What follows belongs to an exercise in optimizing a design on an open flow for small area and a short achievable clock period; a production flow would make more cautious choices.
Function was not checked in any run shown here: the RTL went through the layout flow alone.
Power figures rest on the tool's default switching activity, not on a simulated workload.

==> flow/design.v <==
module CLA_4bit (
    input  logic [3:0]  a,
    input  logic [3:0]  b,
    input  logic        cin,
    output logic [3:0]  sum,
    output logic        o_p,
    output logic        o_g
);
    logic [3:0] w_g, w_p;
    logic [3:0] w_c;
    assign w_g = a & b;
    assign w_p = a ^ b;
        assign w_c[0] = cin;
        assign w_c[1] = w_g[0] | (w_p[0] & w_c[0]);
        assign w_c[2] = w_g[1] | (w_p[1] & w_g[0]) | (w_p[1] & w_p[0] & w_c[0]);
        assign w_c[3] = w_g[2] | (w_p[2] & w_g[1]) | (w_p[2] & w_p[1] & w_g[0]) | (w_p[2] & w_p[1] & w_p[0] & w_c[0]);
    assign sum = w_p ^ w_c;
    assign o_p = &w_p;
    assign o_g = w_g[3] | (w_p[3] & w_g[2]) | (w_p[3] & w_p[2] & w_g[1]) | (w_p[3] & w_p[2] & w_p[1] & w_g[0]) | (w_p[3] & w_p[2] & w_p[1] & w_p[0] & w_c[0]);
endmodule
module CLA_8bit(
    input  logic        i_carry,
    input  logic [7:0]  i_data_a,
    input  logic [7:0]  i_data_b,
    output logic [7:0]  o_sum,
    output logic        o_carry
);
    logic [1:0] w_P, w_G;
    logic w_C;
    CLA_4bit CLA_4BIT_UNIT_0 (
        .a      (i_data_a[3:0]),
        .b      (i_data_b[3:0]),
        .cin    (i_carry),
        .sum    (o_sum[3:0]),
        .o_p    (w_P[0]),
        .o_g    (w_G[0])
    );
    assign w_C = w_G[0] | (w_P[0] & i_carry);
    CLA_4bit CLA_4BIT_UNIT_1 (
        .a      (i_data_a[7:4]),
        .b      (i_data_b[7:4]),
        .cin    (w_C),
        .sum    (o_sum[7:4]),
        .o_p    (w_P[1]),
        .o_g    (w_G[1])
    );
    assign o_carry = w_G[1] | (w_P[1] & (w_G[0] | (w_P[0] & i_carry)));
endmodule
module CLA_28bit(
    input logic         i_carry,
    input logic [27:0]  i_data_a,
    input logic [27:0]  i_data_b,
    output logic [27:0] o_sum,
    output logic        o_carry
);
logic [7:0] w_c;
logic [6:0] w_p;
logic [6:0] w_g;
genvar i;
generate
    assign w_c[0] = i_carry;
    CLA_4bit CLA_4BIT_UNIT_0 (
        .a      (i_data_a[3:0]),
        .b      (i_data_b[3:0]),
        .cin    (w_c[0]),
        .sum    (o_sum[3:0]),
        .o_p    (w_p[0]),
        .o_g    (w_g[0])
    );
    assign w_c[1] = w_g[0] | (w_p[0] & w_c[0]);
    for (i = 1; i < 7; i = i + 1) begin : CLA_BLOCK_GEN
        CLA_4bit CLA_4BIT_UNIT_1 (
            .a      (i_data_a[(i*4)+3 : i*4]),
            .b      (i_data_b[(i*4)+3 : i*4]),
            .cin    (w_c[i]),
            .sum    (o_sum[(i*4)+3 : i*4]),
            .o_p    (w_p[i]),
            .o_g    (w_g[i])
        );        
        assign w_c[i+1] = w_g[i] | (w_p[i] & w_c[i]);
    end
endgenerate
assign o_carry = w_c[7];
endmodule
module COMP_2bit(
    input  logic [1:0] i_data_a,
    input  logic [1:0] i_data_b,
    output logic       o_less,
    output logic       o_equal
);
    assign o_less  = ((~(i_data_a[1] | i_data_a[0])) & i_data_b[0]) | (~i_data_a[0] & (i_data_b[1] & i_data_b[0])) | (~i_data_a[1] & i_data_b[1]);
    assign o_equal = ~|(i_data_a ^ i_data_b);
endmodule
module COMP_4bit(
    input  logic [3:0] i_data_a,
    input  logic [3:0] i_data_b,
    output logic       o_less,
    output logic       o_equal
);
    logic w_less_low, w_equal_low;
    logic w_less_high, w_equal_high;
    COMP_2bit u_low (
        .i_data_a (i_data_a[1:0]),
        .i_data_b (i_data_b[1:0]),
        .o_less   (w_less_low),
        .o_equal  (w_equal_low)
    );
    COMP_2bit u_high (
        .i_data_a (i_data_a[3:2]),
        .i_data_b (i_data_b[3:2]),
        .o_less   (w_less_high),
        .o_equal  (w_equal_high)
    );
    assign o_less  = w_less_high | (w_equal_high & w_less_low);
    assign o_equal = w_equal_high & w_equal_low;
endmodule
module COMP_8bit (
    input  logic [7:0] i_data_a,
    input  logic [7:0] i_data_b,
    output logic                 o_less
);
    logic w_less_low, w_equal_low;
    logic w_less_high, w_equal_high;
    COMP_4bit u_low (
        .i_data_a (i_data_a[3:0]),
        .i_data_b (i_data_b[3:0]),
        .o_less   (w_less_low),
        .o_equal  (w_equal_low)
    );
    COMP_4bit u_high (
        .i_data_a (i_data_a[7:4]),
        .i_data_b (i_data_b[7:4]),
        .o_less   (w_less_high),
        .o_equal  (w_equal_high)
    );
    assign o_less = w_less_high | (w_equal_high & w_less_low);
endmodule
module COMP_28bit (
    input  logic [27:0] i_data_a,
    input  logic [27:0] i_data_b,
    output logic                 o_less  
);
    logic w_less_0_0, w_less_0_1, w_less_0_2, w_less_0_3, w_less_0_4, w_less_0_5, w_less_0_6;
    logic w_equal_0_0, w_equal_0_1, w_equal_0_2, w_equal_0_3, w_equal_0_4, w_equal_0_5, w_equal_0_6;
    COMP_4bit u_i_data_0 (
        .i_data_a (i_data_a[3:0]),
        .i_data_b (i_data_b[3:0]),
        .o_less   (w_less_0_0),
        .o_equal  (w_equal_0_0)
    );
    COMP_4bit u_i_data_1 (
        .i_data_a (i_data_a[7:4]),
        .i_data_b (i_data_b[7:4]),
        .o_less   (w_less_0_1),
        .o_equal  (w_equal_0_1)
    );
    COMP_4bit u_i_data_2 (
        .i_data_a (i_data_a[11:8]),
        .i_data_b (i_data_b[11:8]),
        .o_less   (w_less_0_2),
        .o_equal  (w_equal_0_2)
    );
    COMP_4bit u_i_data_3 (
        .i_data_a (i_data_a[15:12]),
        .i_data_b (i_data_b[15:12]),
        .o_less   (w_less_0_3),
        .o_equal  (w_equal_0_3)
    );
    COMP_4bit u_i_data_4 (
        .i_data_a (i_data_a[19:16]),
        .i_data_b (i_data_b[19:16]),
        .o_less   (w_less_0_4),
        .o_equal  (w_equal_0_4)
    );
    COMP_4bit u_i_data_5 (
        .i_data_a (i_data_a[23:20]),
        .i_data_b (i_data_b[23:20]),
        .o_less   (w_less_0_5),
        .o_equal  (w_equal_0_5)
    );
    COMP_4bit u_i_data_6 (
        .i_data_a (i_data_a[27:24]),
        .i_data_b (i_data_b[27:24]),
        .o_less   (w_less_0_6),
        .o_equal  (w_equal_0_6)
    );
    assign o_less = w_less_0_6
                  | (w_equal_0_6 & w_less_0_5)
                  | (w_equal_0_6 & w_equal_0_5 & w_less_0_4)
                  | (w_equal_0_6 & w_equal_0_5 & w_equal_0_4 & w_less_0_3)
                  | (w_equal_0_6 & w_equal_0_5 & w_equal_0_4 & w_equal_0_3 & w_less_0_2)
                  | (w_equal_0_6 & w_equal_0_5 & w_equal_0_4 & w_equal_0_3 & w_equal_0_2 & w_less_0_1)
                  | (w_equal_0_6 & w_equal_0_5 & w_equal_0_4 & w_equal_0_3 & w_equal_0_2 & w_equal_0_1 & w_less_0_0);
endmodule
module EXP_swap (
    input logic [7:0]     i_data_a        ,
    input logic [7:0]     i_data_b        ,
    output logic                    o_compare       ,    
    output logic [7:0]    o_less_data     ,
    output logic [7:0]    o_greater_data  
);
COMP_8bit COMP_LESS_UNIT (
    .i_data_a       (i_data_a),
    .i_data_b       (i_data_b),
    .o_less         (o_compare)
);
always_comb begin
    o_less_data     = (o_compare) ? i_data_a : i_data_b;
    o_greater_data  = (o_compare) ? i_data_b : i_data_a;
end
endmodule
module EXP_sub (
    input logic [7:0]   i_data_a,
    input logic [7:0]   i_data_b,
    output logic [7:0]  o_sub        
);
logic [7:0] w_data_b;
assign w_data_b = ~(i_data_b);
CLA_8bit CLA_8BIT_UNIT (
    .i_carry    (1'b1),
    .i_data_a   (i_data_a),
    .i_data_b   (w_data_b),
    .o_sum      (o_sub),
    .o_carry    ()
);
endmodule
module MAN_swap (
    input logic [23:0]         i_man_a     ,
    input logic [23:0]         i_man_b     ,
    input logic                     i_compare   ,
    output logic [23:0]     o_man_max   ,
    output logic [23:0]     o_man_min   
);
assign o_man_max    = i_compare ? i_man_b : i_man_a;
assign o_man_min    = i_compare ? i_man_a : i_man_b;
endmodule
module MAN_swap_2 (
    input logic [27:0]         i_man_a     ,
    input logic [27:0]         i_man_b     ,
    input logic                     i_compare   ,
    output logic [27:0]     o_man_max   ,
    output logic [27:0]     o_man_min   
);
assign o_man_max    = i_compare ? i_man_b : i_man_a;
assign o_man_min    = i_compare ? i_man_a : i_man_b;
endmodule
module SHF_right_28bit (
    input  logic [4:0] i_shift_number,
    input  logic [27:0]  i_data, 
    output logic [27:0]  o_data
);
localparam  SIZE_SHIFT = 5 ;
localparam  SIZE_DATA  = 28;
    logic [SIZE_DATA-1:0] stage [SIZE_SHIFT:0];
    assign stage[0] = i_data;
    genvar i;
    generate
        for (i = 0; i < SIZE_SHIFT; i++) begin : GEN_SHIFT
            localparam SHIFT_AMT = (1 << i);
            always_comb begin
                if (i_shift_number[i])
                    stage[i+1] = { {SHIFT_AMT{1'b0}}, stage[i][SIZE_DATA-1:SHIFT_AMT] };
                else
                    stage[i+1] = stage[i];
            end
        end
    endgenerate
    assign o_data = stage[SIZE_SHIFT];
endmodule
module SHF_left_28bit (
    input  logic [4:0] i_shift_number,
    input  logic [27:0]  i_data, 
    output logic [27:0]  o_data
);
localparam  SIZE_DATA  = 28;
localparam  SIZE_SHIFT = 5 ;
    logic [SIZE_DATA-1:0] stage [SIZE_SHIFT:0];
    assign stage[0] = i_data;
    genvar i;
    generate
        for (i = 0; i < SIZE_SHIFT; i++) begin : GEN_SHIFT
            localparam SHIFT_AMT = (1 << i);
            always_comb begin
                if (i_shift_number[i])
                    stage[i+1] = { stage[i][SIZE_DATA-1-SHIFT_AMT:0], {SHIFT_AMT{1'b0}} };
                else
                    stage[i+1] = stage[i];
            end
        end
    endgenerate
    assign o_data = stage[SIZE_SHIFT];
endmodule
module SIGN_unit (
    input logic             i_add_sub       ,
    input logic             i_comp_man      ,
    input logic             i_sign_man_a    ,
    input logic             i_sign_man_b    ,
    output logic            o_sign_s        
);
assign o_sign_s = (~i_add_sub & i_sign_man_b & i_comp_man) | (i_add_sub & ~i_sign_man_b & i_comp_man) | (i_sign_man_a & ~i_comp_man);
endmodule
module MAN_ALU #(
    parameter NUM_OP    = 1 
)(
    input logic [NUM_OP-1:0]    i_fpu_op        ,
    input logic                 i_sign_a        ,
    input logic                 i_sign_b        ,
    input logic [27:0]  i_man_max       ,
    input logic [27:0]  i_man_min       ,
    output logic [27:0] o_man_alu       ,
    output logic                o_overflow       
);
logic w_i_carry;
logic [27:0] w_n_man_b;
logic [27:0] w_i_man_b;
logic w_overflow;
assign w_i_carry = i_fpu_op ? ~(i_sign_a ^ i_sign_b) : (i_sign_a ^ i_sign_b);
assign w_n_man_b = ~(i_man_min);
assign w_i_man_b = w_i_carry ? w_n_man_b : i_man_min;
CLA_28bit ALU_SUB_UNIT (
    .i_carry        (w_i_carry),
    .i_data_a       (i_man_max),
    .i_data_b       (w_i_man_b),
    .o_sum          (o_man_alu),
    .o_carry        (w_overflow)
);
assign o_overflow = w_i_carry ? 1'b0 : w_overflow;
endmodule
module LOPD_4bit(
    input logic [3:0]       i_data  ,
    output logic [1:0]      o_pos_one,
    output logic            o_zero_flag
);
assign o_zero_flag = ~(i_data[3]|i_data[2]|(i_data[1]|i_data[0])) ;
assign o_pos_one[1] = (i_data[0] | i_data[1])&(~i_data[2])&(~i_data[3]);
assign o_pos_one[0] = ((~i_data[3])&i_data[2]) | ((~i_data[3])&(~i_data[1])&(i_data[0]));
endmodule
module LOPD_8bit(
    input logic [7:0]       i_data  ,
    output logic [2:0]      o_pos_one,
    output logic            o_zero_flag
);
logic w_zero_flag_0;
logic [1:0] w_pos_one_0;
LOPD_4bit LOPD_4bit_unit_0 (
    .i_data         (i_data[3:0]),
    .o_pos_one      (w_pos_one_0),
    .o_zero_flag    (w_zero_flag_0)
);
logic w_zero_flag_1;
logic [1:0] w_pos_one_1;
LOPD_4bit LOPD_4bit_unit_1 (
    .i_data         (i_data[7:4]),
    .o_pos_one      (w_pos_one_1),
    .o_zero_flag    (w_zero_flag_1)
);
logic [2:0] w_o_pos_one;
assign o_zero_flag = w_zero_flag_0 & w_zero_flag_1;
assign w_o_pos_one[2] = w_zero_flag_1;
assign w_o_pos_one[1] = w_zero_flag_1 ? w_pos_one_0[1] : w_pos_one_1[1];
assign w_o_pos_one[0] = w_zero_flag_1 ? w_pos_one_0[0] : w_pos_one_1[0];
assign o_pos_one = o_zero_flag ? '0 : w_o_pos_one;
endmodule
module LOPD_16bit(
    input logic [15:0]       i_data  ,
    output logic [3:0]      o_pos_one,
    output logic            o_zero_flag
);
logic [2:0]         w_pos_one_0;  
logic               w_zero_flag_0;
LOPD_8bit LOPD_8bit_unit_0(
    .i_data         (i_data[7:0]),
    .o_pos_one      (w_pos_one_0),
    .o_zero_flag    (w_zero_flag_0)
);
logic [2:0]         w_pos_one_1;  
logic               w_zero_flag_1;
LOPD_8bit LOPD_8bit_unit_1(
    .i_data         (i_data[15:8]),
    .o_pos_one      (w_pos_one_1),
    .o_zero_flag    (w_zero_flag_1)
);
logic [3:0] w_o_pos_one;
assign o_zero_flag = w_zero_flag_0 & w_zero_flag_1;
assign w_o_pos_one[3] = w_zero_flag_1;
assign w_o_pos_one[2] = w_zero_flag_1 ? w_pos_one_0[2] : w_pos_one_1[2];
assign w_o_pos_one[1] = w_zero_flag_1 ? w_pos_one_0[1] : w_pos_one_1[1];
assign w_o_pos_one[0] = w_zero_flag_1 ? w_pos_one_0[0] : w_pos_one_1[0];
assign o_pos_one = o_zero_flag ? '0 : w_o_pos_one;
endmodule
module LOPD_24bit (
    input logic [23:0]     i_data          ,
    output logic [4:0]    o_one_position  ,
    output logic                    o_zero_flag      
);
logic [15:0]     LOPD16_i_data;
assign LOPD16_i_data = i_data[23:8];
logic [3:0]      LOPD16_o_pos_one;
logic            LOPD16_o_zero_flag;
LOPD_16bit LOPD_16bit_UNIT_MSB (
    .i_data             (LOPD16_i_data),
    .o_pos_one          (LOPD16_o_pos_one),
    .o_zero_flag        (LOPD16_o_zero_flag)
);
logic [7:0]      LOPD8_i_data;
assign LOPD8_i_data = i_data[7:0];
logic [2:0]      LOPD8_o_pos_one;
logic            LOPD8_o_zero_flag;
LOPD_8bit LOPD_8bit_UNIT_LSB (
    .i_data             (LOPD8_i_data),
    .o_pos_one          (LOPD8_o_pos_one),
    .o_zero_flag        (LOPD8_o_zero_flag)
);
logic [4:0]        w_o_one_position;
assign o_zero_flag         = LOPD16_o_zero_flag & LOPD8_o_zero_flag;
assign w_o_one_position[4] = LOPD16_o_zero_flag;
assign w_o_one_position[3] = LOPD16_o_zero_flag ? 1'b0               : LOPD16_o_pos_one[3];
assign w_o_one_position[2] = LOPD16_o_zero_flag ? LOPD8_o_pos_one[2] : LOPD16_o_pos_one[2];
assign w_o_one_position[1] = LOPD16_o_zero_flag ? LOPD8_o_pos_one[1] : LOPD16_o_pos_one[1];
assign w_o_one_position[0] = LOPD16_o_zero_flag ? LOPD8_o_pos_one[0] : LOPD16_o_pos_one[0];
assign o_one_position = o_zero_flag ? 5'b11111 : w_o_one_position;
endmodule
module EXP_adjust (
    input  logic                    i_overflow  ,
    input  logic                    i_underflow ,
    input  logic                    i_zero_flag ,
    input  logic [7:0]    i_lopd_value,
    input  logic [7:0]     i_exp_value ,
    output logic [7:0]     o_exp_result
);
logic [7:0] w_exp_result;
logic w_i_carry;
assign w_i_carry = ~(i_overflow | i_underflow);
logic [7:0] w_data_b;
assign w_data_b = i_overflow ? 8'b0000_0001 : (i_underflow ? '0 : ~(i_lopd_value));
CLA_8bit CLA_8BIT_UNIT (
    .i_carry    (w_i_carry),
    .i_data_a   (i_exp_value),
    .i_data_b   (w_data_b),
    .o_sum      (w_exp_result),
    .o_carry    ()
);
assign o_exp_result = i_zero_flag ? 8'h00 : w_exp_result;
endmodule
module NORMALIZATION_unit (
    input logic                     i_overflow      ,
    input logic                     i_zero_flag     ,
    input logic [4:0]     i_one_position  ,
    input logic [27:0]     i_mantissa      ,
    output logic [27:0]    o_mantissa       
);
logic [27:0] w_shift_left;
SHF_left_28bit  SHF_left_28bit_unit (
    .i_shift_number     (i_one_position),
    .i_data             (i_mantissa), 
    .o_data             (w_shift_left)
);
assign o_mantissa = i_zero_flag ? '0 : (i_overflow ? {1'b1, i_mantissa[27:1]} : (~i_mantissa[27] ? w_shift_left : i_mantissa) );
endmodule
module RND_add (
    input logic [23:0]     i_data  ,
    input logic                     i_carry ,
    output logic [23:0]    o_data  ,
    output logic                    o_carry  
);
    logic [23:0] w_carry;
    assign w_carry[0] = i_carry;
    genvar i;
    generate
        for (i = 1; i < 24; i++) begin : proc_propage_one
            assign w_carry[i] = (&i_data[i-1:0]) & w_carry[0];
        end
    endgenerate
    assign o_data = i_data ^ w_carry;
    assign o_carry = (&i_data) & w_carry[0];
endmodule
module ROUNDING_unit (
    input logic [27:0]          i_man           ,
    output logic [23:0]  o_man_result    ,
    output logic                        o_ov_flow       
);
localparam SIZE_MAN          = 28;
localparam SIZE_MAN_RESULT   = 24;
logic [SIZE_MAN_RESULT-1:0] w_man_temp;
assign w_man_temp = i_man[SIZE_MAN-1:SIZE_MAN-SIZE_MAN_RESULT];
logic w_guard_bit, w_round_bit, w_sticky_bit;
assign w_guard_bit = i_man[3];
assign w_round_bit = i_man[2];
assign w_sticky_bit= i_man[1] | i_man[0];
logic w_rounding_result;
assign w_rounding_result = (w_guard_bit & w_round_bit) | (w_round_bit & w_sticky_bit);
RND_add  INCREASE_ROUNDING (
    .i_data         (w_man_temp),
    .i_carry        (w_rounding_result),
    .o_data         (o_man_result),
    .o_carry        (o_ov_flow) 
);
endmodule
module PSC_unit(
    input logic                     i_add_sub   ,
    input logic                     i_sign_a    ,
    input logic [7:0]               i_exp_a     ,
    input logic [23:0]              i_man_a     ,
    input logic                     i_sign_b    ,
    input logic [7:0]               i_exp_b     ,
    input logic [23:0]              i_man_b     ,
    output logic                    o_sel_exp   ,
    output logic [1:0]              o_sel_man    
);
logic w_E_one_A, w_E_one_B;
logic w_M_zero_A, w_M_zero_B;
assign w_E_one_A    = &i_exp_a;
assign w_E_one_B    = &i_exp_b;
assign w_M_zero_A   = ~|i_man_a[22:0];
assign w_M_zero_B   = ~|i_man_b[22:0];
assign o_sel_exp = (~i_sign_b & w_E_one_B & ~w_M_zero_B) | (~i_sign_a & w_E_one_A & ~w_M_zero_A) | (w_E_one_A & w_M_zero_A & w_E_one_B & w_M_zero_B);
assign o_sel_man[1] = (~i_sign_b & w_E_one_B & ~w_M_zero_B) | (~i_sign_a & w_E_one_A & ~w_M_zero_A & ~i_sign_b) | (~i_add_sub & ~i_sign_a & w_E_one_A & ~w_M_zero_A & ~w_M_zero_B) | (~i_add_sub & ~i_sign_a & w_E_one_A & w_E_one_B & w_M_zero_B) | (~i_sign_a & w_E_one_A & ~w_M_zero_A & w_E_one_B) | (~i_sign_a & w_E_one_A & ~i_sign_b & w_E_one_B) | (i_add_sub & i_sign_a & w_E_one_A & w_M_zero_A & i_sign_b & w_E_one_B & w_M_zero_B);
assign o_sel_man[0] = (~i_add_sub & ~i_sign_a & w_E_one_A & w_M_zero_A & ~i_sign_b & w_E_one_B & w_M_zero_B) | (~i_add_sub & i_sign_a & w_E_one_A & w_M_zero_A & i_sign_b & w_E_one_B & w_M_zero_B) | (i_add_sub & ~i_sign_a & w_E_one_A & w_M_zero_A & i_sign_b & w_E_one_B & w_M_zero_B) | (i_add_sub & i_sign_a & w_E_one_A & w_M_zero_A & ~i_sign_b & w_E_one_B & w_M_zero_B);
endmodule
module FPU_unit #(
    parameter NUM_OP    = 1
)(
    input logic [NUM_OP-1:0]    i_add_sub       ,
    input logic [31:0]          i_32_a          ,
    input logic [31:0]          i_32_b          ,
    output logic [31:0]         o_32_s          ,
    output logic                o_ov_flag       ,
    output logic                o_un_flag        
);
logic w_sign_a, w_sign_b;
logic [7:0] w_exponent_a, w_exponent_b;
logic [23:0] w_mantissa_a, w_mantissa_b;
assign w_sign_a = i_32_a[31];
assign w_sign_b = i_32_b[31];
assign w_exponent_a = i_32_a[30:23];
assign w_exponent_b = i_32_b[30:23]; 
assign w_mantissa_a = {1'b1, i_32_a[22:0]};
assign w_mantissa_b = {1'b1, i_32_b[22:0]};
logic w_sign_result;
logic [7:0] w_exponent_result;
logic [23:0] w_mantissa_result;
logic w_EXPSWAP_compare;
logic [7:0] w_EXPSWAP_max, w_EXPSWAP_min;
logic [7:0] w_EXPSUB_diff_value;
logic [23:0] w_MAN_SWAP1_max, w_MAN_SWAP1_min;
logic [27:0] w_MAN_SHF_RIGHT_min, w_MAN_SHF_RIGHT_max;
logic w_MAN_COMP_28BIT_less;
logic w_MAN_PRE_SWAP_BY_MAN_compara;
logic [27:0] w_MAN_PRE_SWAP_BY_MAN_max,      w_MAN_PRE_SWAP_BY_MAN_min;
logic [27:0] w_MAN_ALU_man;
logic        w_MAN_ALU_overflow;
logic [4:0] w_LOPD_24BIT_one_position;
logic       w_LOPD_24BIT_zero_flag;
logic [7:0] w_EXP_ADJUST_result;
logic [27:0] w_NORMALIZATION_man;
logic [23:0] w_ROUNDING_man;
logic        w_ROUNDING_ov_flow;
logic                    PSC_o_sel_exp;
logic [1:0]              PSC_o_sel_man;
EXP_swap EXP_SWAP_UNIT (
    .i_data_a           (w_exponent_a),
    .i_data_b           (w_exponent_b),
    .o_compare          (w_EXPSWAP_compare),    
    .o_less_data        (w_EXPSWAP_min),
    .o_greater_data     (w_EXPSWAP_max) 
);
EXP_sub  EXP_SUB_UNIT(
    .i_data_a           (w_EXPSWAP_max),
    .i_data_b           (w_EXPSWAP_min),
    .o_sub              (w_EXPSUB_diff_value)
);
 MAN_swap MAN_PRE_SWAP_BY_EXPONENT_UNIT (
    .i_man_a            (w_mantissa_a),
    .i_man_b            (w_mantissa_b),
    .i_compare          (w_EXPSWAP_compare),
    .o_man_max          (w_MAN_SWAP1_max),
    .o_man_min          (w_MAN_SWAP1_min)
);
assign w_MAN_SHF_RIGHT_max = {w_MAN_SWAP1_max, 4'b0};
SHF_right_28bit  SHF_RIGHT_28BIT_UNIT (
    .i_shift_number     (w_EXPSUB_diff_value[4:0]),
    .i_data             ({w_MAN_SWAP1_min, 4'b0}), 
    .o_data             (w_MAN_SHF_RIGHT_min)
);
COMP_28bit MAN_COMP_28BIT_UNIT (
    .i_data_a           (w_MAN_SHF_RIGHT_max),
    .i_data_b           (w_MAN_SHF_RIGHT_min),
    .o_less             (w_MAN_COMP_28BIT_less)
);
assign w_MAN_PRE_SWAP_BY_MAN_compara = w_MAN_COMP_28BIT_less;
MAN_swap_2  MAN_PRE_SWAP_BY_MAN_UNIT (
    .i_man_a            (w_MAN_SHF_RIGHT_max),   
    .i_man_b            (w_MAN_SHF_RIGHT_min),   
    .i_compare          (w_MAN_PRE_SWAP_BY_MAN_compara),
    .o_man_max          (w_MAN_PRE_SWAP_BY_MAN_max),
    .o_man_min          (w_MAN_PRE_SWAP_BY_MAN_min)
);
SIGN_unit SIGN_OUT(
    .i_add_sub       (i_add_sub),
    .i_comp_man      (w_MAN_COMP_28BIT_less | w_EXPSWAP_compare),
    .i_sign_man_a    (w_sign_a),
    .i_sign_man_b    (w_sign_b),
    .o_sign_s        (w_sign_result) 
);
MAN_ALU #(
    .NUM_OP         (NUM_OP)
) MAN_ALU_UNIT (
    .i_fpu_op           (i_add_sub),
    .i_sign_a           (w_sign_a),
    .i_sign_b           (w_sign_b),
    .i_man_max          (w_MAN_PRE_SWAP_BY_MAN_max),
    .i_man_min          (w_MAN_PRE_SWAP_BY_MAN_min),
    .o_man_alu          (w_MAN_ALU_man),
    .o_overflow         (w_MAN_ALU_overflow)
);
LOPD_24bit LOPD_24BIT_UNIT (
    .i_data             (w_MAN_ALU_man[27:4]),
    .o_one_position     (w_LOPD_24BIT_one_position),
    .o_zero_flag        (w_LOPD_24BIT_zero_flag)
);
EXP_adjust EXP_ADJUST_UNIT (
    .i_overflow         (o_ov_flag),
    .i_underflow        (w_MAN_ALU_man[27]),
    .i_zero_flag        (w_LOPD_24BIT_zero_flag),
    .i_lopd_value       ({3'b0, w_LOPD_24BIT_one_position}),
    .i_exp_value        (w_EXPSWAP_max),
    .o_exp_result       (w_EXP_ADJUST_result)
);
NORMALIZATION_unit NORMALIZATION_UNIT (
    .i_overflow         (w_MAN_ALU_overflow),
    .i_zero_flag        (w_LOPD_24BIT_zero_flag),
    .i_one_position     (w_LOPD_24BIT_one_position),
    .i_mantissa         (w_MAN_ALU_man),
    .o_mantissa         (w_NORMALIZATION_man) 
);
ROUNDING_unit ROUNDING_UNIT (
    .i_man              (w_NORMALIZATION_man),
    .o_man_result       (w_ROUNDING_man),
    .o_ov_flow          (w_ROUNDING_ov_flow)
);
PSC_unit PSC_UNIT(
    .i_add_sub          (i_add_sub),
    .i_sign_a           (w_sign_a),
    .i_exp_a            (w_exponent_a),
    .i_man_a            (w_mantissa_a),
    .i_sign_b           (w_sign_b),
    .i_exp_b            (w_exponent_b),
    .i_man_b            (w_mantissa_b),
    .o_sel_exp          (PSC_o_sel_exp),
    .o_sel_man          (PSC_o_sel_man) 
);
assign w_exponent_result = PSC_o_sel_exp ? 8'hFF : w_EXP_ADJUST_result; 
Mux_4_to_1 SEL_MANTISSA_FOR_RESULT (
    .i_sel          (PSC_o_sel_man),
    .i_data_00      (w_ROUNDING_man),
    .i_data_01      (24'h000000),
    .i_data_10      (24'h000001),
    .i_data_11      (w_ROUNDING_man),
    .o_data         (w_mantissa_result) 
);
assign o_32_s = {w_sign_result, w_exponent_result, w_mantissa_result[22:0]};
assign o_ov_flag = w_MAN_ALU_overflow | w_ROUNDING_ov_flow;
assign o_un_flag = ~w_MAN_ALU_man[27];
endmodule
module Mux_4_to_1 (
    input logic [1:0]               i_sel    ,
    input logic [23:0]     i_data_00,
    input logic [23:0]     i_data_01,
    input logic [23:0]     i_data_10,
    input logic [23:0]     i_data_11,
    output logic [23:0]    o_data    
);
logic [23:0] w_o_data;
always_comb begin : proc_mux_4_to_1
    case (i_sel)
        2'b00: 
            w_o_data = i_data_00;
        2'b01:
            w_o_data = i_data_01;
        2'b10:
            w_o_data = i_data_10;
        2'b11:
            w_o_data = i_data_11; 
        default: 
            w_o_data = i_data_00;
    endcase
end
assign o_data = w_o_data;
endmodule
module FPU_top  #(
    parameter NUM_OP    = 1
)(
    input logic                 i_clk           ,
    input logic                 i_rst_n         ,
    input logic [NUM_OP-1:0]    i_add_sub       ,
    input logic [31:0]          i_32_a          ,
    input logic [31:0]          i_32_b          ,
    output logic [31:0]         o_32_s          ,
    output logic                o_ov_flag       ,
    output logic                o_un_flag
);
logic        w_sa, w_sb, w_sbe, w_eff_sub;
logic [7:0]  w_ea, w_eb;
logic [22:0] w_fa, w_fb;
logic [4:0]  w_dab;
logic [4:0]  w_dba;
logic        w_exp_lt;
logic [4:0]  w_shamt;
logic        w_sh0, w_f_lt, w_f_gt, w_swap2, w_sign, w_near;
logic [7:0]  w_emax;
logic [22:0] w_big, w_small;
logic        w_sel_exp;
logic [1:0]  w_sel_man;
assign w_sa = i_32_a[31];
assign w_sb = i_32_b[31];
assign w_ea = i_32_a[30:23];
assign w_eb = i_32_b[30:23];
assign w_fa = i_32_a[22:0];
assign w_fb = i_32_b[22:0];
assign w_sbe     = w_sb ^ i_add_sub[0];
assign w_eff_sub = w_sa ^ w_sbe;
assign w_dab    = w_ea[4:0] - w_eb[4:0];
assign w_dba    = w_eb[4:0] - w_ea[4:0];
assign w_shamt  = w_exp_lt ? w_dba : w_dab;
logic [7:0] w_e_gt [3:0];
logic [7:0] w_e_lt [3:0];
assign w_e_gt[0] = w_ea & ~w_eb;
assign w_e_lt[0] = ~w_ea & w_eb;
genvar gi;
generate
    for (gi = 0; gi < 3; gi++) begin : GEN_ECMP
        for (genvar gj = 0; gj < (4 >> gi); gj++) begin : GEN_ECMP_NODE
            assign w_e_gt[gi+1][gj] = w_e_gt[gi][2*gj+1] | (~w_e_lt[gi][2*gj+1] & w_e_gt[gi][2*gj]);
            assign w_e_lt[gi+1][gj] = w_e_lt[gi][2*gj+1] | (~w_e_gt[gi][2*gj+1] & w_e_lt[gi][2*gj]);
        end
        assign w_e_gt[gi+1][7:(4 >> gi)] = '0;
        assign w_e_lt[gi+1][7:(4 >> gi)] = '0;
    end
endgenerate
assign w_exp_lt = w_e_lt[3][0];
assign w_emax   = w_exp_lt ? w_eb : w_ea;
assign w_sh0    = (w_ea[4:0] == w_eb[4:0]);
assign w_f_lt   = w_fa < w_fb;
assign w_f_gt   = w_fb < w_fa;
assign w_big    = w_exp_lt ? w_fb : w_fa;
assign w_small  = w_exp_lt ? w_fa : w_fb;
assign w_swap2  = w_eff_sub & w_sh0 & (w_exp_lt ? w_f_gt : w_f_lt);
assign w_sign   = (w_exp_lt | (w_sh0 & w_f_lt)) ? w_sbe : w_sa;
assign w_near   = w_eff_sub & ((w_dab == 5'd0) | (w_exp_lt ? (w_dab == 5'd31) : (w_dab == 5'd1)));
PSC_unit PSC_UNIT(
    .i_add_sub          (i_add_sub[0]),
    .i_sign_a           (w_sa),
    .i_exp_a            (w_ea),
    .i_man_a            ({1'b1, w_fa}),
    .i_sign_b           (w_sb),
    .i_exp_b            (w_eb),
    .i_man_b            ({1'b1, w_fb}),
    .o_sel_exp          (w_sel_exp),
    .o_sel_man          (w_sel_man)
);
logic [22:0] r_big, r_small;
logic [4:0]  r_shamt;
logic [7:0]  r_emax;
logic        r_sign, r_eff_sub, r_swap2, r_near, r_sh0n, r_sel_exp;
logic [1:0]  r_sel_man;
always_ff @( posedge i_clk ) begin
    r_big       <= w_big;
    r_small     <= w_small;
    r_shamt     <= w_shamt;
    r_emax      <= w_emax;
    r_sign      <= w_sign;
    r_eff_sub   <= w_eff_sub;
    r_swap2     <= w_swap2;
    r_near      <= w_near;
    r_sh0n      <= ~w_shamt[0];
    r_sel_exp   <= w_sel_exp;
    r_sel_man   <= w_sel_man;
end
logic [27:0] w_A, w_Bf;
logic [27:0] w_sh [5:0];
logic [27:0] w_Rf, w_Nf;
logic        w_coutf, w_ovf, w_zerof, w_rndf, w_rnd_ovf;
logic [7:0]  w_expf;
assign w_A = {1'b1, r_big, 4'b0};
assign w_sh[0] = {1'b1, r_small, 4'b0} ^ {28{r_eff_sub}};
generate
    for (gi = 0; gi < 5; gi++) begin : GEN_RSHIFT
        assign w_sh[gi+1] = r_shamt[gi] ? {{(1<<gi){r_eff_sub}}, w_sh[gi][27:(1<<gi)]} : w_sh[gi];
    end
endgenerate
assign w_Bf = w_sh[5];
assign {w_coutf, w_Rf} = {1'b0, w_A} + {1'b0, w_Bf} + {28'd0, r_eff_sub};
assign w_ovf   = ~r_eff_sub & w_coutf;
assign w_zerof = ~|w_Rf[27:4];
assign w_Nf = w_ovf ? {1'b1, w_Rf[27:1]} : (w_Rf[27] ? w_Rf : {w_Rf[26:0], 1'b0});
assign w_rndf    = ~w_zerof & w_Nf[2] & (w_Nf[3] | w_Nf[1] | w_Nf[0]);
assign w_rnd_ovf = w_rndf & (&w_Nf[27:4]);
always_comb begin
    if (w_zerof)                  w_expf = 8'h00;
    else if (w_ovf | w_rnd_ovf)   w_expf = r_emax + 8'd1;
    else if (w_Rf[27])            w_expf = r_emax;
    else                          w_expf = r_emax - 8'd1;
end
logic [27:0] w_Bn, w_Sn, w_Rn, w_Nn;
logic [4:0]  w_lz;
logic        w_zeron;
logic [7:0]  w_expn;
assign w_Bn = r_sh0n ? {1'b1, r_small, 4'b0} : {1'b0, 1'b1, r_small, 3'b0};
assign w_Sn = w_A + ~w_Bn + {27'd0, ~r_swap2};
assign w_Rn = w_Sn ^ {28{r_swap2}};
logic [31:0] w_lzd_in;
assign w_lzd_in = {w_Rn[27:4], 8'hFF};
logic [15:0] w_v1;  logic [15:0] w_p1;
logic [7:0]  w_v2;  logic [1:0]  w_p2 [7:0];
logic [3:0]  w_v3;  logic [2:0]  w_p3 [3:0];
logic [1:0]  w_v4;  logic [3:0]  w_p4 [1:0];
generate
    for (gi = 0; gi < 16; gi++) begin : GEN_LZ1
        assign w_v1[gi] = w_lzd_in[2*gi+1] | w_lzd_in[2*gi];
        assign w_p1[gi] = ~w_lzd_in[2*gi+1];
    end
    for (gi = 0; gi < 8; gi++) begin : GEN_LZ2
        assign w_v2[gi] = w_v1[2*gi+1] | w_v1[2*gi];
        assign w_p2[gi] = w_v1[2*gi+1] ? {1'b0, w_p1[2*gi+1]} : {1'b1, w_p1[2*gi]};
    end
    for (gi = 0; gi < 4; gi++) begin : GEN_LZ3
        assign w_v3[gi] = w_v2[2*gi+1] | w_v2[2*gi];
        assign w_p3[gi] = w_v2[2*gi+1] ? {1'b0, w_p2[2*gi+1]} : {1'b1, w_p2[2*gi]};
    end
    for (gi = 0; gi < 2; gi++) begin : GEN_LZ4
        assign w_v4[gi] = w_v3[2*gi+1] | w_v3[2*gi];
        assign w_p4[gi] = w_v3[2*gi+1] ? {1'b0, w_p3[2*gi+1]} : {1'b1, w_p3[2*gi]};
    end
endgenerate
assign w_lz    = w_v4[1] ? {1'b0, w_p4[1]} : {1'b1, w_p4[0]};
assign w_zeron = ~|w_Rn[27:4];
logic [27:0] w_ls [5:0];
assign w_ls[5] = w_Rn;
generate
    for (gi = 4; gi >= 0; gi--) begin : GEN_LSHIFT
        assign w_ls[gi] = w_lz[gi] ? {w_ls[gi+1][27-(1<<gi):0], {(1<<gi){1'b0}}} : w_ls[gi+1];
    end
endgenerate
assign w_Nn = w_ls[0];
assign w_expn = w_zeron ? 8'd24 : r_emax;
logic [22:0] w_man_pre;
logic        w_rnd_sel, w_ov_flag, w_un_flag;
logic [7:0]  w_exp;
always_comb begin
    case (r_sel_man)
        2'b01:   begin w_man_pre = 23'd0; w_rnd_sel = 1'b0;  end
        2'b10:   begin w_man_pre = 23'd1; w_rnd_sel = 1'b0;  end
        default: begin
            w_man_pre = r_near ? w_Nn[26:4] : w_Nf[26:4];
            w_rnd_sel = ~r_near & w_rndf;
        end
    endcase
end
assign w_exp     = r_sel_exp ? 8'hFF : (r_near ? w_expn : w_expf);
logic [4:0]  w_lzq;
assign w_lzq     = (r_near & ~r_sel_exp) ? w_lz : 5'd0;
assign w_ov_flag = ~r_near & (w_ovf | w_rnd_ovf);
assign w_un_flag = r_near ? ~w_Rn[27] : ~w_Rf[27];
logic        q_sign, q_rnd;
logic [7:0]  q_exp;
logic [4:0]  q_lz;
logic [22:0] q_man;
always_ff @( posedge i_clk or negedge i_rst_n ) begin
    if(~i_rst_n) begin
        q_sign              <= '0;
        q_exp               <= '0;
        q_lz                <= '0;
        q_man               <= '0;
        q_rnd               <= '0;
        o_ov_flag           <= '0;
        o_un_flag           <= '0;
    end else begin
        q_sign              <= r_sign;
        q_exp               <= w_exp;
        q_lz                <= w_lzq;
        q_man               <= w_man_pre;
        q_rnd               <= w_rnd_sel;
        o_ov_flag           <= w_ov_flag;
        o_un_flag           <= w_un_flag;
    end
end
logic [22:0] w_pa [5:0];
assign w_pa[0] = q_man;
generate
    for (gi = 0; gi < 5; gi++) begin : GEN_PAND
        for (genvar gj = 0; gj < 23; gj++) begin : GEN_PAND_BIT
            if (gj >= (1 << gi))
                assign w_pa[gi+1][gj] = w_pa[gi][gj] & w_pa[gi][gj - (1 << gi)];
            else
                assign w_pa[gi+1][gj] = w_pa[gi][gj];
        end
    end
endgenerate
logic [22:0] w_inc;
assign w_inc = {w_pa[5][21:0], 1'b1} & {23{q_rnd}};
logic [7:0] w_exp_out;
assign w_exp_out = q_exp - {3'b0, q_lz};
assign o_32_s = {q_sign, w_exp_out, q_man ^ w_inc};
endmodule
==> flow/flow/run.sh <==
#!/bin/bash
set -euo pipefail
bash standard.sh SETUP_SLACK_MARGIN=9 "BUFFER_PORTS_ARGS=-buffer_cell sky130_fd_sc_hd__buf_2" finish > standard_flow.log 2>&1
==> flow/standard.sh <==
#!/bin/bash
# synth_recipe.tcl (not shown) runs the flow's synth.tcl, then flattens the netlist and writes it again
# the make line also repeats each setting of config.mk as NAME=value (left out here)
make -C /OpenROAD-flow-scripts/flow DESIGN_CONFIG=/design/flow/config.mk WORK_HOME=/design/flow/orfs CLKGATE_MAP_FILE= SYNTH_SCRIPT=/design/flow/synth_recipe.tcl "${@:-finish}"
==> flow/config.mk <==
export PLATFORM = sky130hd
export DESIGN_NAME = FPU_top
export DESIGN_NICKNAME = FPU_top
export VERILOG_FILES = /design/flow/design.v
export SDC_FILE = /design/flow/constraint.sdc
export NUM_CORES = 4
export LEC_CHECK = 0
export ABC_AREA = 1
export CAP_MARGIN = 20
export CORE_MARGIN = 2
export CORE_UTILIZATION = 40
export PLACE_DENSITY = 0.6
export SLEW_MARGIN = 20
==> flow/constraint.sdc <==
create_clock -name core_clock -period 15.0 [get_ports {i_clk}]
set_input_delay 3.0000 -clock core_clock [delete_from_list [all_inputs] [get_ports {i_clk}]]
set_output_delay 3.0000 -clock core_clock [all_outputs]
set_load 0.01 [all_outputs]
==> results of run 1 <==
==> worst register-to-register path: cells and delay by family, from the launching register on <==
kind                     cells  cell delay (ns)
AND/OR/NAND/NOR             18             2.47
AO/OA/AOI/OAI                6             1.16
buffers and inverters        5             1.05
adder cells (fa/ha/maj)      1             0.37
flip-flops                   1             0.30
==> power by group <==
part | switching, W | internal (W)
registers | 0.0000734 | 0.000364
clock network | 0.000113 | 0.000112
logic | 0.00148 | 0.000707
total | 0.00166 | 0.00118
==> what timing repair did <==
item,4_1_cts,5_1_grt
gates cloned,0,2
hold endpoints to repair,0,0
pin swaps,13,12
endpoints found under the setup margin,14,15
buffers inserted,22,10
resized for setup,24,23
hold buffers,0,0
==> per-layer routing <==
layer	up-vias	share of wire [%]	wire length (µm)	global-route usage (%)
li1	7491	-	-	-
met4	0	3.8	1750	10.9
met2	502	46	20800	44.3
met3	90	5.8	2630	3.19
met1	6780	45	20400	34.8
met5	-	0	0	0
==> layout make-up <==
type,count,area [µm²],area share (%)
well taps,442,553,3.83
flip-flops and latches,107,2350,16.3
repair inverters,2,10.0,0.0693
clock inverters,7,43.8,0.303
multi-input cells,1763,9390,65.0
inverters,276,1050,7.28
clock buffers,9,225,1.56
repair buffers,141,820,5.68
==> layout by cell type, fill, tap and decap left out, drive strengths merged, types with 2 or more instances in the layout <==
master,synthesis,final
a31oi,40,40
nor4,16,16
o221a,2,2
o21bai,7,7
nor3,26,26
o31ai,4,4
and2,3,3
o22ai,9,9
xor2,64,64
o21ai,184,184
fa,3,3
inv,275,274
a21o,4,4
buf,45,141
a21oi,115,115
o211ai,11,11
nand4,20,20
dfrtp,40,40
ha,92,92
or2,8,8
clkbuf,39,9
o2111ai,2,2
dfxtp,67,67
xnor2,33,33
nand3b,11,11
nor2,201,201
nand2,602,602
nand3,287,287
clkinv,1,6
clkinvlp,0,5
a211oi,3,3
a21boi,7,7
==> registers in the layout, indices dropped and copies added, names as in the netlist <==
name,count
o_un_flag,1
r_sign,1
r_sel_man,2
r_emax,8
r_swap2,1
q_rnd,1
o_ov_flag,1
r_eff_sub,1
r_sh0n,1
r_near,1
r_small,23
q_sign,1
q_exp,8
r_big,23
r_sel_exp,1
q_man,23
q_lz,5
r_shamt,5
==> path summary, 6_finish.rpt <==
kind                             from         end  slack (ns)  cells past startpoint
setup / recovery             q_man[2]  o_32_s[20]        8.81                     27
hold / removal                 r_sign      q_sign        0.36                      0
setup reg to reg           r_shamt[2]    q_exp[4]        9.55                     30
hold reg to reg                r_sign      q_sign        0.36                      0
max in group asynchronous     i_rst_n    q_exp[1]       11.71                      1
min in group asynchronous     i_rst_n    q_man[0]        2.74                      1
==> kinds of logic (layout without fill, tap and decap cells) <==
| group | after synthesis | in the layout |
|---|---|---|
| fa+ha+maj | 95 | 95 |
| mux | 1 | 1 |
| xor+xnor | 97 | 97 |
| simple gates | 1175 | 1175 |
| buf+inv | 360 | 435 |
| compound gates | 395 | 395 |
| flops | 107 | 107 |
==> per-stage QoR <==
| step | hold slack (ns) | area, µm² | power [W] |
|---|---|---|---|
| after floorplan | 0.316 | 13100 | 0.00198 |
| after global placement | 0.366 | 13800 | 0.00254 |
| after detailed placement | 0.366 | 13800 | 0.00255 |
| after CTS | 0.368 | 14300 | 0.00280 |
| after global routing | 0.361 | 14400 | 0.00313 |
| final | 0.363 | 14400 | 0.00285 |
==> flow_metrics.py, run 1 <==
metrics = {
    "finish": {
        "n_fill_cell": 3610,
        "layout-drive-gt1-share_pct": 9.98,
        "finalCoreUtilization_pct": 44.6,
        "area_growth_pct": 10.5,
        "antenna_cells": 0,
        "fin_nets": 2462,
        "stdcell_count": 2747,
    },
    "timing": {
        "finalSetupViolations": 0,
        "drv_slew": 0,
        "skew_ns": 0.00857,
        "min_period_ns": 6.19,
        "setup_ws_ns": 8.81,
        "finalSetupTns_ns": 0,
        "rsz0062_at_grt": "yes",
        "max_freq_mhz": 161,
        "finalCritPeriodShare_pct": 41.3,
        "slew_headroom_pct": 26.3,
        "finalHoldViolations": 0,
        "tightest_slew_ns": 1.10,
    },
    "clock_tree": {
        "cts_sinks": 107,
        "clock_path_buffers": 2,
        "cts_buffers": 9,
        "cts.htree.levels": 3,
        "cts-root-buf": "clkbuf_16",
        "tritoncts": "built",
        "clk_pin_slew_worst_paths_ns": 0.07,
        "clk_latency_ns": 0.37,
    },
    "placement": {
        "place.gp.congestion": 1.02,
        "numPortBuffers": 100,
        "dp_hpwl_um": 36800,
        "preCtsSetupSlack_ns": 8.76,
        "dpl.cell_count": 2697,
    },
    "run": {
        "max-cap-violations": 0,
    },
    "logic_synthesis": {
        "yosys.area_share.simple_pct": 38.4,
        "synth-xor-area-share_pct": 6.56,
        "yosysUniqueCellTypes": 58,
        "synthCells": 2230,
        "yosys_warnings": 9,
        "syn_area_um2": 13100,
        "synth-compound-area-share_pct": 16.8,
        "synthMuxAreaShare_pct": 0.0766,
        "syn_avg_cell_area_um2": 5.86,
        "synthFlopType": "dfxtp_1",
        "ys_seq_area_share_pct": 17.9,
        "async_flop_share_pct": 37.4,
        "yosys.area_share.adder_pct": 9.26,
        "synth_top_area_share_pct": 17.0,
        "synth.most_common_cell": "nand2_1",
        "synth-edff-count": 0,
        "ys_seq_elements": 107,
        "synth_fp_nets": 2392,
        "synth_area_leaders": "nand2_1, nand3_1, dfxtp_1, ha_1, dfrtp_1",
        "yosysTopAreaCell": "nand2_1",
        "synth_common_cells": "nand2_1, nand3_1, inv_1, nor2_1, o21ai_0",
        "synth_top_family_by_area": "simple AND/OR/NAND/NOR gates",
    },
    "worst_setup_path": {
        "cp.arrival_ns": 3.19,
        "worstPathMaxFanout": 3,
        "slowest_delay_ns": 0.36,
        "path_delay_family": "simple AND/OR/NAND/NOR gates",
        "cp-start-kind": "flip-flop",
        "crit_top_cell": "nand2_2",
        "cp_slowest_cell": "dfrtp_1",
        "cp_data_required_time_ns": 12.00,
        "end_kind": "output pin",
        "critical_path_buf_inv_count": 8,
        "crit_type": "flip-flop to output pin",
    },
    "floorplanning": {
        "ios": 101,
        "start_util_pct": 40.4,
        "core.rowCount": 66,
        "core_um2": 32400,
        "fp.dieW_um": 185,
        "die_area_um2": 34100,
        "die-height_um": 185,
    },
    "global_routing": {
        "grt_usage_pct": 26.6,
        "grt_overflow": 0,
        "grt_max_degree": 93,
        "grt_pass1_wl_um": 71300,
        "antenna_found_initial": 0,
        "grt_pass1_vias": 13700,
    },
    "status": {
        "status": "finished clean",
    },
    "route": {
        "drt-wirelength-per-cell_um": 16.6,
        "drc_errors": 0,
        "wirelength_um": 45500,
        "dr.first_iter.drc_count": 1218,
        "firstDrtPassIters": 5,
        "via_per_inst": 5.41,
        "vias": 14900,
        "postRouteAntennaNets": 0,
    },
    "pwr": {
        "p_per_area_nw_per_um2": 197,
        "p_leak_nw": 7.33,
        "vdd_drop_max_uv": 78.0,
    },
    "hold_path": {
        "hp-class": "flip-flop to flip-flop",
    },
}
==> inputs of run 2 (changes only) <==
--- a/flow/design.v
+++ b/flow/design.v
@@ -788,8 +788,12 @@
         assign w_sh[gi+1] = r_shamt[gi] ? {{(1<<gi){r_eff_sub}}, w_sh[gi][27:(1<<gi)]} : w_sh[gi];
     end
 endgenerate
-assign w_Bf = w_sh[5];
-assign {w_coutf, w_Rf} = {1'b0, w_A} + {1'b0, w_Bf} + {28'd0, r_eff_sub};
+logic [27:0] w_Bn;
+assign w_Bn = r_sh0n ? {1'b1, r_small, 4'b0} : {1'b0, 1'b1, r_small, 3'b0};
+assign w_Bf = r_near ? ~w_Bn : w_sh[5];
+logic [27:0] w_Sf;
+assign {w_coutf, w_Sf} = {1'b0, w_A} + {1'b0, w_Bf} + {28'd0, r_eff_sub & ~r_swap2};
+assign w_Rf = w_Sf ^ {28{r_swap2}};
 assign w_ovf   = ~r_eff_sub & w_coutf;
 assign w_zerof = ~|w_Rf[27:4];
 assign w_Nf = w_ovf ? {1'b1, w_Rf[27:1]} : (w_Rf[27] ? w_Rf : {w_Rf[26:0], 1'b0});
@@ -801,13 +805,11 @@
     else if (w_Rf[27])            w_expf = r_emax;
     else                          w_expf = r_emax - 8'd1;
 end
-logic [27:0] w_Bn, w_Sn, w_Rn, w_Nn;
+logic [27:0] w_Rn, w_Nn;
 logic [4:0]  w_lz;
 logic        w_zeron;
 logic [7:0]  w_expn;
-assign w_Bn = r_sh0n ? {1'b1, r_small, 4'b0} : {1'b0, 1'b1, r_small, 3'b0};
-assign w_Sn = w_A + ~w_Bn + {27'd0, ~r_swap2};
-assign w_Rn = w_Sn ^ {28{r_swap2}};
+assign w_Rn = w_Rf;
 logic [31:0] w_lzd_in;
 assign w_lzd_in = {w_Rn[27:4], 8'hFF};
 logic [15:0] w_v1;  logic [15:0] w_p1;
@@ -842,7 +844,7 @@
     end
 endgenerate
 assign w_Nn = w_ls[0];
-assign w_expn = w_zeron ? 8'd24 : r_emax;
+assign w_expn = w_zeron ? 8'h00 : (r_emax - {3'b0, w_lz});
 logic [22:0] w_man_pre;
 logic        w_rnd_sel, w_ov_flag, w_un_flag;
 logic [7:0]  w_exp;
@@ -857,19 +859,15 @@
     endcase
 end
 assign w_exp     = r_sel_exp ? 8'hFF : (r_near ? w_expn : w_expf);
-logic [4:0]  w_lzq;
-assign w_lzq     = (r_near & ~r_sel_exp) ? w_lz : 5'd0;
 assign w_ov_flag = ~r_near & (w_ovf | w_rnd_ovf);
 assign w_un_flag = r_near ? ~w_Rn[27] : ~w_Rf[27];
 logic        q_sign, q_rnd;
 logic [7:0]  q_exp;
-logic [4:0]  q_lz;
 logic [22:0] q_man;
 always_ff @( posedge i_clk or negedge i_rst_n ) begin
     if(~i_rst_n) begin
         q_sign              <= '0;
         q_exp               <= '0;
-        q_lz                <= '0;
         q_man               <= '0;
         q_rnd               <= '0;
         o_ov_flag           <= '0;
@@ -877,7 +875,6 @@
     end else begin
         q_sign              <= r_sign;
         q_exp               <= w_exp;
-        q_lz                <= w_lzq;
         q_man               <= w_man_pre;
         q_rnd               <= w_rnd_sel;
         o_ov_flag           <= w_ov_flag;
@@ -898,7 +895,5 @@
 endgenerate
 logic [22:0] w_inc;
 assign w_inc = {w_pa[5][21:0], 1'b1} & {23{q_rnd}};
-logic [7:0] w_exp_out;
-assign w_exp_out = q_exp - {3'b0, q_lz};
-assign o_32_s = {q_sign, w_exp_out, q_man ^ w_inc};
+assign o_32_s = {q_sign, q_exp, q_man ^ w_inc};
 endmodule
==> run 2 against run 1 <==
  * Register-to-register slack got worse by 0.28 ns
  * Combinational power increased by about 30%
  * Clock skew increased by 0.012 ns
  * Worst setup slack improved by 0.029 ns
  * Clock-buffer cell count unchanged
  * Clock power increased by 5%
  * Final area increased by 4.0%
  * Sequential share of layout area decreased by 1.4 points
  * Hold slack got worse by 0.023 ns
  * Largest cell class unchanged
  * Final cell count decreased by 3.9%
  * Largest power group unchanged
  * Non-clock buffer count increased by 110
==> flow_metrics.py, run 2 <==
metrics = {
    "status": {
        "status": "finished clean",
    },
    "route": {
        "firstDrtPassIters": 8,
        "drt-wirelength-per-cell_um": 19.6,
        "drc_errors": 0,
        "dr.first_iter.drc_count": 1861,
        "vias": 15300,
        "via_per_inst": 5.81,
        "wirelength_um": 51700,
        "postRouteAntennaNets": 0,
    },
    "hold_path": {
        "hp-start": "r_sign",
        "hold_end": "q_sign",
        "hp-class": "flip-flop to flip-flop",
        "hold_depth": 0,
    },
    "finish": {
        "fin_area_um2": 15000,
        "final_common_cell": "nand2_1",
        "fin_nets": 2384,
        "antenna_cells": 0,
        "final_cell_mix": "nand2_1, nand3_1, inv_1",
        "top_regs": "q_man: 23 flops, r_big: 23 flops, r_small: 23 flops",
        "layout-drive-gt1-share_pct": 19.2,
        "area_growth_pct": 23.3,
    },
    "logic_synthesis": {
        "yosysTopAreaCell": "nand2_1",
        "synth-xor-area-share_pct": 4.67,
        "synth_top_area_share_pct": 17.2,
        "syn_avg_cell_area_um2": 5.88,
        "synthMuxAreaShare_pct": 0.0822,
        "synthCells": 2070,
        "synth_fp_nets": 2209,
        "synth_top_family_by_area": "simple AND/OR/NAND/NOR gates",
        "yosysUniqueCellTypes": 52,
        "syn_area_um2": 12200,
        "ys_seq_area_share_pct": 18.2,
        "async_flop_share_pct": 34.3,
        "synth_area_leaders": "nand2_1, nand3_1, dfxtp_1, inv_1, dfrtp_1",
        "synth-compound-area-share_pct": 15.6,
        "synth-edff-count": 0,
        "yosys_warnings": 9,
        "yosys.area_share.adder_pct": 7.58,
        "synthFlopType": "dfxtp_1",
        "yosys.area_share.simple_pct": 42.4,
        "synth_common_cells": "nand2_1, nand3_1, inv_1, o21ai_0, nor2_1",
        "ys_seq_elements": 102,
        "synth.most_common_cell": "nand2_1",
    },
    "global_routing": {
        "grt_usage_pct": 31.2,
        "grt_overflow": 0,
        "antenna_found_initial": 0,
        "grt_max_degree": 89,
        "grt_pass1_vias": 13800,
        "grt_pass1_wl_um": 76800,
    },
    "timing": {
        "rsz0062_at_grt": "yes",
        "finalHoldViolations": 0,
        "setup_ws_ns": 8.84,
        "finalSetupViolations": 0,
        "max_freq_mhz": 162,
        "slew_headroom_pct": 45.4,
        "tightest_slew_ns": 0.817,
        "finalCritPeriodShare_pct": 41.1,
        "skew_ns": 0.0205,
        "min_period_ns": 6.16,
        "drv_slew": 0,
        "finalSetupTns_ns": 0,
    },
    "worst_setup_path": {
        "cp.arrival_ns": 3.16,
        "critical_path_buf_inv_count": 13,
        "cp-start-kind": "flip-flop",
        "path_delay_family": "buffers and inverters",
        "r2r_cells": 39,
        "cp_data_required_time_ns": 12.00,
        "r2r_end": "q_exp[4]",
        "crit_top_cell": "buf_4",
        "timing.reg2reg.setup_slack_ns": 9.27,
        "worstPathMaxFanout": 2,
        "r2r-start": "r_shamt[0]",
        "end_kind": "output pin",
        "slowest_delay_ns": 0.39,
        "cp_slowest_cell": "dfrtp_1",
        "crit_type": "flip-flop to output pin",
    },
    "clock_tree": {
        "clk_pin_slew_worst_paths_ns": 0.09,
        "cts-root-buf": "clkbuf_16",
        "cts_sinks": 102,
        "cts_buffers": 9,
        "tritoncts": "built",
        "clock_path_buffers": 2,
        "clk_latency_ns": 0.35,
        "cts.htree.levels": 3,
    },
    "floorplanning": {
        "start_util_pct": 40.9,
        "die-height_um": 179,
        "ios": 101,
        "fp.dieW_um": 179,
        "core_um2": 29800,
        "core.rowCount": 63,
        "die_area_um2": 31900,
    },
    "run": {
        "max-cap-violations": 0,
    },
    "placement": {
        "place.gp.congestion": 1.05,
        "dpl-instance-area_um2": 12800,
        "dp_hpwl_um": 38300,
        "preCtsSetupSlack_ns": 6.49,
        "numPortBuffers": 100,
    },
    "pwr": {
        "vdd_drop_max_uv": 93.8,
        "p_per_area_nw_per_um2": 235,
        "p_leak_nw": 7.60,
    },
}
==> run 2: power breakdown <==
part	switching, W	leakage, nW	total, W	internal (W)
Sequential	0.0000854	0.975	0.000437	0.000352
Clock	0.000117	0.150	0.000236	0.000119
Combinational	0.00194	6.48	0.00285	0.000912
==> run 2: kinds of logic (layout without fill, tap and decap cells) <==
group                    count (synthesis)  count (layout)
AO/OA/AOI/OAI                          333             333
XOR/XNOR                                65              65
adder cells (fa/ha/maj)                 72              72
buffers and inverters                  344             521
flip-flops                             102             102
multiplexers                             1               1
AND/OR/NAND/NOR                       1153            1156
==> run 2: how the worst max path moves through the flow <==
stage	end	cells past startpoint	slack, ns	start
after floorplan	o_32_s[22]	22	9.15	q_man[1]
after global placement	q_exp[4]	37	6.66	r_eff_sub
after detailed placement	q_exp[4]	37	6.49	r_eff_sub
after CTS	o_32_s[22]	23	8.97	q_man[0]
after global routing	o_32_s[22]	24	8.68	q_man[0]
final	o_32_s[16]	25	8.84	q_man[0]
==> run 2: area by class of cell <==
type	instances	area (µm²)
repair buffers	251	1880
fillers	3064	14800
flip-flops and latches	102	2230
inverters	252	996
clock buffers	9	225
clock inverters	7	86.3
repair inverters	2	15.0
multi-input cells	1627	9100
well taps	390	488
==> run 2: metal layers <==
layer | routed length (µm) | part of all wire (%) | vias to the layer above | GRT usage [%]
li1 | - | - | 7260 | -
met1 | 22600 | 44 | 7063 | 44.3
met2 | 22600 | 44 | 875 | 48.5
met3 | 4890 | 9.5 | 130 | 4.90
met4 | 1700 | 3.3 | 0 | 9.32
met5 | 0 | 0 | - | 0
==> run 2: stage by stage <==
stage / hold slack (ns) / utilization (%) / std cells / total power [W]
2_1_floorplan: 0.316 / - / 2070 / 0.00215
3_3_place_gp: 0.323 / 42.8 / 2474 / 0.00285
3_5_place_dp: 0.328 / 42.8 / 2474 / 0.00283
4_1_cts: 0.340 / 47.3 / 2594 / 0.00319
5_1_grt: 0.343 / 50.4 / 2640 / 0.00376
6_report: 0.341 / 50.4 / 2640 / 0.00352
==> run 2: timing repair <==
item / CTS / global route
setup endpoints to repair: 40 / 46
pin swaps: 19 / 41
gates cloned: 4 / 2
hold buffers: 0 / 0
resized for setup: 72 / 167
buffers inserted: 100 / 44
hold endpoints to repair: 0 / 0
==> inputs of run 3 (changes only) <==
==> flow/flow/run.sh (replaced) <==
#!/bin/bash
set -euo pipefail
bash standard.sh SETUP_SLACK_MARGIN=9.3 "BUFFER_PORTS_ARGS=-buffer_cell sky130_fd_sc_hd__buf_2" finish > standard_flow.log 2>&1
==> run 3 against run 2 <==
  * Largest power group unchanged
  * Global-route usage hardly changed
  * First-iteration DRC count rose by 7.6%
  * Critical endpoint is now o_32_s[3]
  * Sequential power fell by 1%
  * Critical path depth fell by 3
  * Still clean
  * Synthesized cell count is the same
  * Power rose by 5.3%
==> flow_metrics.py, run 3 <==
metrics = {
    "logic_synthesis": {
        "synthFlopType": "dfxtp_1",
        "synth.most_common_cell": "nand2_1",
        "synth_fp_nets": 2209,
        "syn_area_um2": 12200,
        "synth_area_leaders": "nand2_1, nand3_1, dfxtp_1, inv_1, dfrtp_1",
        "synth-edff-count": 0,
        "async_flop_share_pct": 34.3,
        "ys_seq_elements": 102,
        "synthCells": 2070,
        "synth_common_cells": "nand2_1, nand3_1, inv_1, o21ai_0, nor2_1",
        "yosysTopAreaCell": "nand2_1",
        "yosys_warnings": 9,
        "synth_top_area_share_pct": 17.2,
        "yosysUniqueCellTypes": 52,
        "ys_seq_area_share_pct": 18.2,
        "syn_avg_cell_area_um2": 5.88,
    },
    "clock_tree": {
        "cts.htree.levels": 3,
        "clock_path_buffers": 2,
        "cts_buffers": 9,
        "ctsHoldBuffers": 0,
        "clk_latency_ns": 0.35,
        "cts-root-buf": "clkbuf_16",
        "tritoncts": "built",
        "clk_pin_slew_worst_paths_ns": 0.08,
        "cts_sinks": 102,
    },
    "finish": {
        "antenna_cells": 0,
        "top_regs": "q_man: 23 flops, r_big: 23 flops, r_small: 23 flops",
        "ff_latch_area_um2": 2230,
        "layout-drive-gt1-share_pct": 21.7,
        "multi_input_area_um2": 9350,
        "final_common_cell": "nand2_1",
        "fin_nets": 2391,
        "final_cell_mix": "nand2_1, nand3_1, inv_1",
        "n_fill_cell": 3039,
        "area_growth_pct": 26.8,
    },
    "worst_setup_path": {
        "cp-start-kind": "flip-flop",
        "crit_type": "flip-flop to output pin",
        "worstPathMaxFanout": 2,
        "cp.arrival_ns": 3.21,
        "cp_data_required_time_ns": 12.00,
        "end_kind": "output pin",
    },
    "global_routing": {
        "grt_overflow": 0,
        "grt_usage_pct": 31.2,
        "grt_pass1_wl_um": 76800,
        "grt_pass1_vias": 13700,
        "antenna_found_initial": 0,
        "grt_max_degree": 91,
    },
    "pwr": {
        "vdd_drop_max_uv": 100,
        "p_per_area_nw_per_um2": 240,
        "p_leak_nw": 7.72,
    },
    "floorplanning": {
        "start_util_pct": 40.9,
        "ios": 101,
        "core.rowCount": 63,
        "fp.dieW_um": 179,
        "core_um2": 29800,
        "die-height_um": 179,
        "die_area_um2": 31900,
    },
    "timing": {
        "hold_ws_ns": 0.339,
        "finalSetupTns_ns": 0,
        "min_period_ns": 6.21,
        "finalHoldViolations": 0,
        "finalSetupViolations": 0,
        "drv_slew": 0,
        "rsz0062_at_grt": "yes",
        "skew_ns": 0.0161,
        "slew_headroom_pct": 47.3,
        "finalCritPeriodShare_pct": 41.4,
        "tightest_slew_ns": 0.791,
        "max_freq_mhz": 161,
    },
    "route": {
        "vias": 15400,
        "postRouteAntennaNets": 0,
        "wirelength_um": 52600,
        "via_per_inst": 5.81,
        "drt-wirelength-per-cell_um": 19.9,
        "drc_errors": 0,
        "dr.first_iter.drc_count": 2003,
        "firstDrtPassIters": 7,
    },
    "status": {
        "status": "finished clean",
    },
    "placement": {
        "dp_hpwl_um": 37600,
        "numPortBuffers": 100,
        "place.gp.congestion": 1.01,
    },
    "run": {
        "max-cap-violations": 0,
    },
    "hold_path": {
        "hp-class": "flip-flop to flip-flop",
    },
}
## run 3: cell counts after synthesis
Identical to the previous run, type by type.
## run 3: critical path: stages, from the launching register on
cell	delay (ns)
dfrtp_1	0.39
nand4_1	0.15
buf_4	0.17
buf_6	0.11
buf_6	0.10
buf_6	0.11
buf_6	0.11
buf_6	0.11
buf_6	0.11
buf_6	0.10
buf_6	0.11
buf_6	0.10
buf_6	0.10
buf_6	0.10
buf_6	0.10
buf_6	0.10
buf_6	0.10
buf_6	0.10
buf_6	0.11
buf_6	0.10
buf_6	0.10
xor2_1	0.12
buf_2	0.15
## run 3: stage by stage
step           cell area (µm²)  power [W]  std cells  setup WS [ns]  util, %
6_report                 15400    0.00371       2647           8.79     51.8
5_1_grt                  15400    0.00395       2647           8.69     51.8
4_1_cts                  14200    0.00328       2589           8.90     47.7
3_5_place_dp             12800    0.00284       2476           6.56     42.9
3_3_place_gp             12800    0.00286       2476           6.75     42.9
2_1_floorplan            12200    0.00215       2070           9.32        -
## run 3: logic make-up after synthesis
group | Yosys count | synth area share, %
buf+inv | 344 | 11.5
mux | 1 | 0.0822
xor+xnor | 65 | 4.67
fa+ha+maj | 72 | 7.58
simple gates | 1153 | 42.4
flops | 102 | 18.2
compound gates | 333 | 15.6
## run 3: cell type report
type | count | share of cell area, %
multi-input cells | 1628 | 60.5
repair inverters | 6 | 0.324
clock inverters | 7 | 0.559
repair buffers | 253 | 12.8
clock buffers | 9 | 1.46
well taps | 390 | 3.16
flip-flops and latches | 102 | 14.5
inverters | 252 | 6.75
## run 3: path summary, 6_finish.rpt
path                       slack [ns]  startpoint        end  depth (start not counted)
max                              8.79    q_man[0]  o_32_s[3]                         22
min reg2reg                      0.34      r_sign     q_sign                          0
min                              0.34      r_sign     q_sign                          0
min in group asynchronous        2.72     i_rst_n  q_man[14]                          1
max in group asynchronous       11.78     i_rst_n   q_exp[2]                          1
max reg2reg                      9.48   r_eff_sub   q_exp[4]                         37
## run 3: what timing repair did
item	4_1_cts	5_1_grt
endpoints found under the hold margin	0	0
gates cloned	5	8
endpoints found under the setup margin	42	61
resized for setup	113	204
pin swaps	29	65
buffers inserted	92	50
## run 3: where the power goes
part | total, W | internal, W | switching, W
Clock | 0.000239 | 0.000120 | 0.000119
Combinational | 0.00304 | 0.00101 | 0.00203
Sequential | 0.000432 | 0.000352 | 0.0000801
Total | 0.00371 | 0.00148 | 0.00223
## run 3: layer usage
| metal | vias up | routed length, µm | GRT usage, % |
|---|---|---|---|
| met5 | - | 0 | 0 |
| met4 | 0 | 2140 | 9.21 |
| met3 | 175 | 5440 | 5.35 |
| met2 | 948 | 23300 | 49.4 |
| met1 | 6988 | 21700 | 43.3 |
| li1 | 7273 | - | - |

-- what the ideal ports hide --
The flow's constraints put no driver on any port. The routed layouts listed below were extracted and timed again, unchanged, in two steps.
Step 1 (the two cells are an assumption about what drives the block):
set clk [get_ports {i_clk}]
set_driving_cell -lib_cell sky130_fd_sc_hd__clkbuf_16 $clk
set_driving_cell -lib_cell sky130_fd_sc_hd__buf_2 [delete_from_list [all_inputs] $clk]
Step 2 adds t to the input delays and takes it off the output delays; t is the mean of the earliest and latest rising clock arrival at the registers after step 1. Input paths then give back, and output paths get back, about the clock's delay inside the block.
Slacks: ideal / step 1 / step 2; pairs: ideal / step 1.
run	t (ns)	setup slack, ns	latest minus earliest clock arrival (ns)
run 1	0.418	8.806 / 8.758 / 9.176	0.008 / 0.008
run 2	0.393	8.835 / 8.787 / 9.179	0.022 / 0.021
run 3	0.396	8.791 / 8.743 / 9.138	0.017 / 0.017
After both steps every run listed still meets setup and hold.
